What follows belongs to an exercise in optimizing a design on an open flow for small area, a short achievable clock period and few clock cycles; a production flow would make more cautious choices.
Where RTL was checked, it was by simulation tests only, not by an equivalence proof against the original.
Power is estimated from default activity; no workload was simulated.

== sierra ==
Design locknet_rsa, start of the top module:
module locknet_rsa(
    input         PCLK,
    input         PRESETN,
    input         PSEL,
    input         PENABLE,
    input         PWRITE,
    input  [7:0]  PADDR,
    input  [31:0] PWDATA,
    output [31:0] PRDATA,
    output        PREADY,
    output        PSLVERR,
    output        FABINT
);
assign PREADY  = 1'b1;
assign PSLVERR = 1'b0;
wire wr   = PSEL & PENABLE & PWRITE;
wire wsel = wr & (PADDR[7:5] == 3'b000) & (PADDR[1:0] == 2'b00);
rsa rsa_0(
    .clk(PCLK),
    .nreset(PRESETN),
    .wr_bs (wsel & (PADDR[4:2] == 3'b010)),    
    .wr_msg(wsel & (PADDR[4:2] == 3'b011)),    
    .wr_mod(wsel & (PADDR[4:2] == 3'b100)),    
    .wr_exp(wsel & (PADDR[4:2] == 3'b101)),    
    .wr_res(wsel & (PADDR[4:2] == 3'b110)),    
    .wr_ctl(wsel & (PADDR[4:2] == 3'b111)),    
    .wdata(PWDATA),
    .raddr(PADDR),
    .rdata(PRDATA),
    .fabint(FABINT)
);
endmodule
export LEC_CHECK = 0
export ABC_CLOCK_PERIOD_IN_PS = 4000
export CAP_MARGIN = 20
export CORE_MARGIN = 2
export CORE_UTILIZATION = 65
export CTS_BUF_LIST = sky130_fd_sc_hd__clkbuf_8
export CTS_CLUSTER_SIZE = 20
export PLACE_DENSITY = 0.75
export SETUP_SLACK_MARGIN = 4.6
export SLEW_MARGIN = 20
create_clock -name core_clock -period 10.0 [get_ports {PCLK}]
run.sh (not shown) runs the stock make flow with config.mk's settings and CLKGATE_MAP_FILE= SYNTH_SCRIPT=/design/flow/synth_recipe.tcl, a recipe that flattens the netlist after the stock synthesis.
Testbench counts of sierra, summed over its fixed seeds: cycles 28,016.
Input-level comparison between violet and sierra:
- swapping 4.6 for 5 in SETUP_SLACK_MARGIN
## What came out
Relative to sierra, share of power burned in the clock network has decreased by 1.4 points in violet. Going from sierra to violet, the critical path depth was found to have gone up by 3. Against sierra, violet reports a utilization that is higher. violet vs sierra: required time at the worst-slack endpoint up in violet. Looking at power density relative to cell area, violet sits 4.1% below sierra. As far as standard cell area after detailed placement is concerned, violet and sierra perform about the same.
The following lists how willow was set up differently from violet:
- CTS_CLUSTER_SIZE removed (was 20)
- CTS_BUF_LIST removed (was sky130_fd_sc_hd__clkbuf_8)
--- outcome ---
willow completed end to end with timing, DRC and antenna clean.
Changes observed in willow relative to violet: global-route wire length before repair went up 2.3%; core occupancy in the finished layout went up 1.2 points.
When willow is measured against violet, its clock insertion delay at the later pin of the skew report turns out 0.09 ns lower.
Ratio of final minimum period to clock period: lower on violet
Summary of willow over violet: proportion of power drawn by the clock network now sits higher, wire length now sits higher, clock-buffer cell count now sits lower, critical path arrival now sits lower.
willow against violet: setup slack went down; static leakage saw an increase.
Changes in fjord relative to willow:
- SETUP_SLACK_MARGIN now 4.8, was 5
- CTS_CLUSTER_SIZE now 30, previously not set
- CTS_BUF_LIST now sky130_fd_sc_hd__clkbuf_8, previously not set
==> notes.md <==
Per the final summary, fjord finished and its layout is clean on timing, DRC and antenna.
In the tables for willow and fjord, portion of total power attributed to the clock network reads higher with willow.
Relative to willow, power has gone down in fjord.
Looking at critical path depth, fjord sits above willow.

========
Another version of the RTL of locknet_rsa (not shown whole).
For scale: about 3600 cells after synthesis, roughly 480 flip-flops, ~80 I/O pins, ~0.037 mm^2 of cells after synthesis.
Settings: LEC_CHECK=0, CAP_MARGIN=20, CORE_MARGIN=2, CORE_UTILIZATION=40, PLACE_DENSITY=0.6, SLEW_MARGIN=20; clock period 10.0 ns.
The starting point completed with no timing, DRC or antenna violations.
Rerun with:
ABC_CLOCK_PERIOD_IN_PS = 5000   (was unset)
SETUP_SLACK_MARGIN = 4.5   (was unset)
Outcome:
- worst hold slack gains 0.0074 ns
- synthesized area is unchanged
- clock skew rises by 0.0080 ns
- routed wire length rose by 11%
- via count is higher by 5.7%
- cell count is higher by 3.1%
- die area is unchanged
Function was not checked in any run of this note: the RTL went through the layout flow alone.

========
Another version of the RTL of locknet_rsa (not shown whole).
Size: about 3900 cells after synthesis, about 550 flip-flops, roughly 80 I/O pins.
Settings: LEC_CHECK=0, ABC_CLOCK_PERIOD_IN_PS=4000, CAP_MARGIN=20, CORE_MARGIN=2, CORE_UTILIZATION=65, CTS_BUF_LIST=sky130_fd_sc_hd__clkbuf_8, CTS_CLUSTER_SIZE=20, PLACE_DENSITY=0.75, SETUP_SLACK_MARGIN=4.6, SLEW_MARGIN=20; clock period 10.0 ns.
Testbench counts at the start, summed over its fixed seeds: cycles 25,460.
Change:
CTS_CLUSTER_SIZE = 30   (was 20)
SETUP_SLACK_MARGIN = 4.8   (was 4.6)
Clock-buffer cell count goes up by 9.
Register-to-register slack gains 140 ps.
Total power rises by 2.5%.
Utilization came out higher by 2.8 points.
Change:
CTS_CLUSTER_SIZE = 20   (was 30)
SETUP_SLACK_MARGIN = 5   (was 4.8)
After rerunning: The new run passed the timing, design-rule and antenna checks; setup slack is better by 4.7 ps; die area is unchanged; clock-buffer cell count falls by 7; cell area decreases by 0.42%; wire length fell by 2.9%.

========
== rev 12 ==
locknet_rsa, a different RTL version from the one above (not shown whole).
For scale: roughly 3500 cells after synthesis, ~80 I/O pins, about 37000 sq um of cells after synthesis.
Settings: LEC_CHECK=0, ABC_CLOCK_PERIOD_IN_PS=5000, CAP_MARGIN=20, CORE_MARGIN=2, CORE_UTILIZATION=40, PLACE_DENSITY=0.6, SETUP_SLACK_MARGIN=4.5, SLEW_MARGIN=20; clock period 10.0 ns.
Rev 12 ran to completion and came out clean on the timing, design-rule and antenna checks.
Testbench counts of rev 12, summed over its fixed seeds: cycles 35,344.
Input changes introduced in rev 13 (baseline for comparison: rev 12):
Settings: CORE_UTILIZATION now 50, was 40; SETUP_SLACK_MARGIN now 5, was 4.5; PLACE_DENSITY now 0.65, was 0.6; ABC_CLOCK_PERIOD_IN_PS now 4000, was 5000.
### Flow results
Going from rev 12 to rev 13, area of all sequential standard cells flat; total power density per cell area down about 1.2%. Rev 13 — count of non-filler cells in the finished layout about 4% lower, rev 12 as reference. Relative to rev 12, relative contribution of the clock network to total power decreased by 0.7 points in rev 13. Changes observed in rev 13 relative to rev 12: share of total power in combinational logic rose by 1.0 points, post-synthesis to final-layout area growth rose by 2.4 points. Number of global-route vias before repair was lower in the run labelled rev 12. Compared with rev 12, rev 13 shows a placement-stage worst setup slack that is 0.49 ns lower. Result for rev 12 and rev 13: all clean. Of rev 12 and rev 13, rev 13 shows the higher overall global routing resource usage, with rev 12 below it. The area of combinational cells with multiple inputs reported for rev 13 is greater than that of rev 12 by about 3%. Number of nets in the layout was lower in the run labelled rev 12.

==> afterwards: timing with drivers on the ports <==
The results above use ideal ports. As a check the final layouts listed here were re-extracted and re-timed, cells and wires unchanged.
Step 1 sets driving cells, clkbuf_16 on the clock port and buf_2 on the other inputs (assumed; they add their load-dependent delay and slew).
Step 2 moves the port delays by t, midway between the first and last clock arrival at a register: inputs arrive t later, outputs are due t later. That takes back most of the time a late clock gives input paths.
Slacks: ideal / step 1 / step 2; pairs: ideal / step 1.
run | t (ns) | setup WS [ns] | hold WS [ns] | pins driven straight from the clock port
sierra | 0.758 | 4.616 / 4.616 / 4.616 | 0.507 / 0.507 / 0.507 | 1
violet | 0.771 | 4.646 / 4.646 / 4.646 | 0.518 / 0.518 / 0.518 | 1
willow | 0.693 | 4.607 / 4.607 / 4.607 | 0.519 / 0.519 / 0.519 | 1
fjord | 0.772 | 4.683 / 4.683 / 4.683 | 0.513 / 0.513 / 0.513 | 1
the first run of note 2 | 0.679 | 2.102 / 2.102 / 2.102 | 0.464 / 0.464 / 0.464 | 1
the second run of note 2 | 0.706 | 4.070 / 4.070 / 4.070 | 0.471 / 0.471 / 0.471 | 1
the first run of note 3 | 0.778 | 4.536 / 4.536 / 4.536 | 0.495 / 0.495 / 0.495 | 1
the second run of note 3 | 0.795 | 4.674 / 4.674 / 4.674 | 0.523 / 0.523 / 0.523 | 1
the third run of note 3 | 0.784 | 4.678 / 4.678 / 4.678 | 0.526 / 0.526 / 0.526 | 1
rev 12 | 0.708 | 4.411 / 4.411 / 4.411 | 0.522 / 0.522 / 0.522 | 1
rev 13 | 0.697 | 4.849 / 4.849 / 4.849 | 0.535 / 0.535 / 0.535 | 1
After both steps every run listed still meets setup and hold.
